Source: an optimization exercise on an open RTL-to-GDS flow (aim: small area). Production flows keep margins and buffers that such runs may drop.
Function was checked by simulation only, so behaviour that the tests miss may differ from the original.

## flow/design.v (module list and top-level ports; edited modules follow where they fit)
// module mf_alu: 2580 lines
module mf_alu #(parameter WIDTH = 16) (
    input clk,     
    input rst_n,   
    input signed [WIDTH-1:0] a1, a2, b1, b2,
    input op, is_complex, use_cop,
    output logic signed [WIDTH-1:0] out1, out2
);
  // ...
==> flow/flow/run.sh <==
#!/bin/bash
# Standard synthesis, then a netlist clean-up, then the standard layout.
#  1. the standard synthesis (standard.sh) up to 1_2_yosys.v
#  2. fa_flip.py: complement full-adder cells where that removes inverters
#  3. reabc.ys: re-map the logic between adders and flip-flops for area with ABC
#     (adders, flip-flops and tie cells are kept as they are)
#  4. the rest of the standard layout from the new netlist, with the smallest
#     buffer (buf_1) on each input and output port
set -euo pipefail
here=$(pwd)
res=$here/orfs/results/$FLOW_PLATFORM/mf_alu/base
lib=$FLOW_HOME/platforms/$FLOW_PLATFORM/lib/sky130_fd_sc_hd__tt_025C_1v80.lib

bash standard.sh $res/1_2_yosys.v > synth_standard.log 2>&1
cp $res/1_2_yosys.v $here/netlist_standard.v

python3 flow/fa_flip.py $here/netlist_standard.v $here/netlist_flip.v > fa_flip.log 2>&1

sed -e "s#@LIB@#$lib#g" -e "s#@IN@#$here/netlist_flip.v#g" -e "s#@OUT@#$here/netlist_reabc.v#g" \
    -e "s#@ABC@#$here/flow/area.abc#g" flow/reabc.ys > reabc_run.ys
yosys -s reabc_run.ys > yosys_reabc.log 2>&1
python3 flow/check_netlist.py $here/netlist_standard.v $here/netlist_reabc.v > check_netlist.log 2>&1

cp $here/netlist_reabc.v $res/1_2_yosys.v
touch $res/1_2_yosys.v
bash standard.sh "BUFFER_PORTS_ARGS=-buffer_cell sky130_fd_sc_hd__buf_1" finish > layout_standard.log 2>&1
==> flow/flow/area.abc <==
strash; dch; amap; strash; dch; amap; topo; stime -c
==> flow/flow/check_netlist.py <==
#!/usr/bin/env python3
"""Check the re-mapped netlist: same flip-flops (names, cell types), only platform cells,
no don't-use cells, no assign statements."""
import re
import sys

def cells(f):
    t = open(f).read()
    assert not re.search(r"^\s*assign\b", t, re.M), "assign in " + f
    return re.findall(r"^\s*(sky130_fd_sc_hd__\w+)\s+(\S+)\s*\(", t, re.M)

a = cells(sys.argv[1])
b = cells(sys.argv[2])
fa = sorted((n, c) for c, n in a if "__df" in c)
fb = sorted((n, c) for c, n in b if "__df" in c)
assert fa == fb, "flip-flops differ"
for c, n in b:
    assert "lpflow" not in c and "probe" not in c, c
print("ok: %d cells before, %d after, %d flip-flops" % (len(a), len(b), len(fb)))
==> flow/flow/fa_flip.py <==
#!/usr/bin/env python3
"""Remove inverters around full-adder cells in a mapped Yosys netlist.

A full adder is self-dual: FA(~a, ~b, ~c) = (~cout, ~sum). Yosys's extract_fa
often leaves a cell with inverted inputs and outputs. This pass collapses all
inverters, chooses for each fa cell whether to complement it, and re-inserts
one inverter per net that still needs the complement. ABC re-maps the logic
around the adders afterwards (reabc.ys).

usage: fa_flip.py in.v out.v
"""
import re
import sys

INV = re.compile(r"sky130_fd_sc_hd__(inv|clkinv)_\d+$")
FA = re.compile(r"sky130_fd_sc_hd__fa_\d+$")
OUTPINS = {"X", "Y", "SUM", "COUT", "Q", "Q_N", "HI", "LO"}

src = open(sys.argv[1]).read()
m = re.search(r"^module\s+(\w+)\s*\((.*?)\);(.*?)^endmodule", src, re.S | re.M)
head_end = m.start(3)
body = m.group(3)

cell_re = re.compile(r"^\s*(sky130_fd_sc_hd__\w+)\s+(\S+)\s*\((.*?)\);\s*$", re.S | re.M)
cells = []
decls = []
pos = 0
for cm in cell_re.finditer(body):
    decls.append(body[pos:cm.start()])
    pos = cm.end()
    pins = [(p, n.strip()) for p, n in re.findall(r"\.(\w+)\(([^()]*)\)", cm.group(3))]
    cells.append([cm.group(1), cm.group(2), pins])
tail = body[pos:]
decl_text = "".join(decls)
assert "assign" not in decl_text and "assign" not in tail, "assign statements not supported"

ports = set()
for d in re.findall(r"^\s*(?:input|output)\s+(?:\[(\d+):(\d+)\]\s+)?(\w+);", decl_text, re.M):
    if d[0]:
        for i in range(int(d[1]), int(d[0]) + 1):
            ports.add(f"{d[2]}[{i}]")
    else:
        ports.add(d[2])
outports = set()
for d in re.findall(r"^\s*output\s+(?:\[(\d+):(\d+)\]\s+)?(\w+);", decl_text, re.M):
    if d[0]:
        for i in range(int(d[1]), int(d[0]) + 1):
            outports.add(f"{d[2]}[{i}]")
    else:
        outports.add(d[2])

# inverters that can be collapsed: output not a port
invmap = {}  # out net -> in net
for typ, name, pins in cells:
    if INV.match(typ):
        pd = dict(pins)
        if pd["Y"] not in outports:
            invmap[pd["Y"]] = pd["A"]


def root(n):
    p = 0
    while n in invmap:
        n = invmap[n]
        p ^= 1
    return n, p


driver = {}
for ci, (typ, name, pins) in enumerate(cells):
    for p, n in pins:
        if p in OUTPINS:
            driver[n] = ci

keep = [ci for ci, (typ, name, pins) in enumerate(cells)
        if not (INV.match(typ) and dict(pins)["Y"] in invmap)]
isfa = {ci: bool(FA.match(cells[ci][0])) for ci in keep}
# start from every full adder complemented (partial products then come from NAND gates),
# then improve greedily
flip = {ci: (1 if isfa[ci] else 0) for ci in keep}

# load list: (cell, pinidx, root, pol)
loads = {}
cellins = {ci: [] for ci in keep}
for ci in keep:
    typ, name, pins = cells[ci]
    for k, (p, n) in enumerate(pins):
        if p in OUTPINS:
            continue
        r, pol = root(n)
        loads.setdefault(r, []).append((ci, k, pol))
        cellins[ci].append(r)
# output ports driven through collapsed inverters are kept (not in invmap)


def drvflip(r):
    ci = driver.get(r)
    if ci is None or ci not in flip:
        return 0
    return flip[ci]


def cost(r):
    fd = drvflip(r)
    for ci, k, pol in loads.get(r, []):
        if pol ^ flip[ci] ^ fd:
            return 1
    return 0


def touched(ci):
    rs = set(cellins[ci])
    for p, n in cells[ci][2]:
        if p in OUTPINS:
            rs.add(n)
    return rs


base = sum(cost(r) for r in loads)
changed = True
it = 0
while changed and it < 50:
    changed = False
    it += 1
    for ci in keep:
        if not isfa[ci]:
            continue
        rs = touched(ci)
        before = sum(cost(r) for r in rs)
        flip[ci] ^= 1
        after = sum(cost(r) for r in rs)
        if after < before:
            changed = True
        else:
            flip[ci] ^= 1
final = sum(cost(r) for r in loads)
ninv = sum(1 for typ, name, pins in cells if INV.match(typ))
print(f"fa_flip: inverters before {ninv}, collapsed-net need {base}, after flipping {final}, "
      f"flipped {sum(flip.values())} fa cells", file=sys.stderr)

# rewrite
def esc(n):
    return n + " " if n.startswith("\\") else n


newnets = []
out = []
negname = {}
for r in loads:
    if cost(r):
        nn = "_faflip_n%d_" % len(negname)
        negname[r] = nn
        newnets.append(nn)
for ci in keep:
    typ, name, pins = cells[ci]
    newpins = []
    for p, n in pins:
        if p in OUTPINS:
            newpins.append((p, n))
        else:
            r, pol = root(n)
            need = pol ^ flip[ci] ^ drvflip(r)
            newpins.append((p, negname[r] if need else r))
    out.append(f"  {typ} {name} (\n" + ",\n".join(f"    .{p}({esc(n)})" for p, n in newpins) + "\n  );\n")
for i, (r, nn) in enumerate(negname.items()):
    out.append(f"  sky130_fd_sc_hd__inv_1 _faflip_inv{i}_ (\n    .A({esc(r)}),\n    .Y({nn})\n  );\n")
newdecl = "".join(f"  wire {n};\n" for n in newnets)
res = src[:head_end] + decl_text + newdecl + "".join(out) + tail + src[m.end(3):]
open(sys.argv[2], "w").write(res)
==> flow/flow/reabc.ys <==
read_liberty -ignore_miss_func @LIB@
read_verilog @IN@
hierarchy -top mf_alu
# keep multi-output, sequential and tie cells as they are
blackbox =sky130_fd_sc_hd__fa_* =sky130_fd_sc_hd__ha_* =sky130_fd_sc_hd__df* =sky130_fd_sc_hd__conb_*
flatten -wb
opt_clean
delete t:$scopeinfo
techmap
opt -purge
abc -liberty @LIB@ -script @ABC@ -dont_use sky130_fd_sc_hd__probe_p_8 -dont_use sky130_fd_sc_hd__probec_p_8 -dont_use sky130_fd_sc_hd__lpflow_*
opt_clean -purge
hilomap -singleton -hicell sky130_fd_sc_hd__conb_1 HI -locell sky130_fd_sc_hd__conb_1 LO
insbuf -buf sky130_fd_sc_hd__buf_4 A X
splitnets
opt_clean -purge
stat -liberty @LIB@
read_liberty -lib -overwrite -ignore_miss_func @LIB@
check -assert
write_verilog -noattr -noexpr -nohex -nodec @OUT@
==> flow/standard.sh <==
#!/bin/bash
# synth_recipe.tcl (not shown) runs the flow's synth.tcl, then flattens the netlist and writes it again
# the make line also repeats each setting of config.mk as NAME=value (left out here)
make -C /OpenROAD-flow-scripts/flow DESIGN_CONFIG=/design/flow/config.mk WORK_HOME=/design/flow/orfs CLKGATE_MAP_FILE= SYNTH_SCRIPT=/design/flow/synth_recipe.tcl "${@:-finish}"
==> flow/config.mk <==
export PLATFORM = sky130hd
export DESIGN_NAME = mf_alu
export DESIGN_NICKNAME = mf_alu
export VERILOG_FILES = /design/flow/design.v
export SDC_FILE = /design/flow/constraint.sdc
export NUM_CORES = 4
export LEC_CHECK = 0
export ABC_AREA = 1
export CAP_MARGIN = 10
export CORE_MARGIN = 2
export CORE_UTILIZATION = 45
export CTS_BUF_LIST = sky130_fd_sc_hd__clkbuf_8
export SLEW_MARGIN = 10
==> flow/constraint.sdc <==
create_clock -name core_clock -period 70.0 [get_ports {clk}]
set_input_delay 14.0000 -clock core_clock [delete_from_list [all_inputs] [get_ports {clk}]]
set_output_delay 14.0000 -clock core_clock [all_outputs]
set_load 0.01 [all_outputs]
==> flow_metrics.tcl, run 1 <==
set metrics [dict create \
    grt_pass1_vias 25200 \
    remaining_drc_errors 0 \
    yosys_warnings 1 \
    utilization 0.499 \
    numCtsBuffers 9 \
    tns_ns 0 \
    hold_ws_ns 13.83 \
    grt_overflow 0 \
    nonClkBufAreaFrac 0.0395 \
    wl_met2_um 42500 \
    cpPeakStageDelay_ns 0.60 \
    status "finished clean" \
    die_w_um 244 \
    slew_headroom 0.197 \
    postCtsHoldBufs 0 \
    multi_input_area_share 0.811 \
    via_per_inst 5.82 \
    multi_input_area_mm2 0.0232 \
    syn_inst 3680 \
    period_minus_slack_ns 63.89 \
    syn_nets 4264 \
    cts_resized 0 \
    hold_class "in -> async" \
    avgRoutedWirePerCell_um 20.7 \
    drtPass1Iterations 9 \
    drive_above_1_share 0.0434 \
    cp_num_buf_inv 29 \
    fmax_ghz 0.0157 \
    design.seq.count 64 \
    top_layer_used "met5" \
]
==> inputs of run 2 (changes only) <==
==> flow/flow/area.abc (replaced) <==
strash; dch; amap -F 5 -A 5; strash; dch; amap -F 5 -A 5; topo; stime -c
==> flow_metrics.tcl, run 2 <==
set metrics [dict create \
    vias 27200 \
    slew_headroom 0.208 \
    worstPathRequired_ns 70.23 \
    fin_ws_ns 6.22 \
    setup_violations 0 \
    avgRoutedWirePerCell_um 20.7 \
    io_buffers 100 \
    tritoncts "yes" \
    syn_area_mm2 0.0259 \
    row_count 87 \
    status "finished clean" \
    path_depth 295 \
    drt_iter0_markers 2570 \
    hold_ws_ns 13.83 \
    cts.clk_slew.worst_paths_ns 0.08 \
    crit_fanout 15 \
    path_delay_family "compound AO/OA/AOI/OAI gates" \
    clk_path_buf_depth 2 \
    die_y_um 244 \
    io_pins 101 \
    endpoint_kind "register" \
    fmax_ghz 0.0157 \
    wl_um 96100 \
    diodes 0 \
    crit_top_cell "o21ai_0" \
    final_common_cell "nor2_1" \
    crit_slowest_cell "fa_1" \
    endpoint "res2_cop[15]$_DFF_PN0_" \
    numCtsBuffers 9 \
    yosys_warnings 1 \
    critPathKind "in -> reg" \
    hold_violations 0 \
    cts-root-buf "clkbuf_8" \
    track_usage 0.323 \
    via_per_inst 5.87 \
    min_period_over_period 0.911 \
    syn_avg_cell_area_um2 7.07 \
    grt_first_pass_wirelength_um 149000 \
    ff_latch_area_mm2 0.00160 \
    hpwl_um 76600 \
    grt_overflow 0 \
    max_slew.worst_pin.slew_ns 1.18 \
    core_mm2 0.0566 \
    drtPass1Iterations 8 \
    final_cells 4642 \
    syn_nets 4246 \
    remaining_drc_errors 0 \
    cp_num_buf_inv 20 \
    dpl.cell_count 4603 \
    drive_above_1_share 0.0437 \
    syn_inst 3662 \
    fill_cells 5799 \
    multi_input_area_mm2 0.0232 \
    drtAntennaViolNets 0 \
    crit_arrival_ns 64.01 \
    grt_pass1_vias 25200 \
    initial_utilization 0.457 \
    hold_class "in -> async" \
    start_kind "input pin" \
    maxSlewViolCount 0 \
    area_growth_pct 9.92 \
    post-place-ws_ns 3.19 \
    die_w_um 244 \
    place_congestion 0.954 \
    grt_antenna_before_repair 3 \
    die_area_mm2 0.0595 \
    crit_start "b2[0]" \
    final_nets 4465 \
    cpPeakStageDelay_ns 0.59 \
    h-tree-depth 3 \
    tns_ns 0 \
    grt_max_degree 65 \
    max-cap-violations 0 \
    numClockSinks 64 \
    layout_common_cells "931 x nor2_1, 450 x fa_1, 446 x o21ai_0, 404 x nand2_1, 343 x clkinv_1" \
    period_minus_slack_ns 63.78 \
]
run 2: final cells by class:
class                   instances  share of cell area
multi-input cells            3247               0.814
clock inverters                 6             0.00237
inverters                     351              0.0471
clock buffers                  10             0.00484
repair inverters                1            0.000176
flip-flops and latches         64              0.0563
well taps                     756              0.0332
repair buffers                207              0.0422
run 2: per-stage QoR:
| stage | instance area (um^2) | util |
|---|---|---|
| final | 28500 | 0.503 |
| after global routing | 28500 | 0.503 |
| after CTS | 28100 | 0.497 |
| after detailed placement | 27900 | 0.493 |
| after global placement | 27900 | 0.493 |
| after floorplan | 25900 | - |
run 2: how the worst min path moves through the flow:
stage | start | end | slack [ns] | cells past startpoint
final | rst_n | res2_add[11]$_DFF_PN0_ | 13.83 | 2
after detailed placement | rst_n | res1_add[10]$_DFF_PN0_ | 14.24 | 2
after global routing | rst_n | res2_cop[7]$_DFF_PN0_ | 13.89 | 2
after global placement | rst_n | res2_cop[11]$_DFF_PN0_ | 14.24 | 2
after floorplan | rst_n | res1_add[0]$_DFF_PN0_ | 13.70 | 0
after CTS | rst_n | res2_cop[11]$_DFF_PN0_ | 13.86 | 2
run 2: what timing repair did:
item	in CTS	in global routing
gates resized for setup	0	68
buffers inserted	0	22
hold endpoints to repair	0	0
endpoints found under the setup margin	0	32
hold buffers	0	0
run 2: layer usage:
layer	track usage	up-vias	share of wire
met5	0	-	0.00014
met4	0.0882	2	0.031
met3	0.0597	153	0.099
met2	0.506	1215	0.44
met1	0.459	12800	0.43
li1	-	13100	-

==> what the ideal ports hide <==
In the flow no input, the clock included, has a driving cell. The finished layouts below were timed again as built, in two steps. Step 1 (the two cells are an assumption about what drives the block):
set clk [get_ports {clk}]
set_driving_cell -lib_cell sky130_fd_sc_hd__clkbuf_16 $clk
set_driving_cell -lib_cell sky130_fd_sc_hd__buf_2 [delete_from_list [all_inputs] $clk]
Step 2 also shifts input and output timing later by t, the mid clock arrival at the registers, as if the neighbouring blocks saw the same clock. a / b / c = ideal / step 1 / step 2; a / b = the first two.
run	t (ns)	setup slack, ns	worst data-port slew with drivers (ns)
run 1	0.404	6.111 / 6.129 / 5.725	0.09
run 2	0.388	6.224 / 6.236 / 5.848	0.06
After both steps every run listed still meets setup and hold. The setup slack of run 1, which loses most, moves by +0.018 ns with the drivers and by -0.386 ns with both steps.
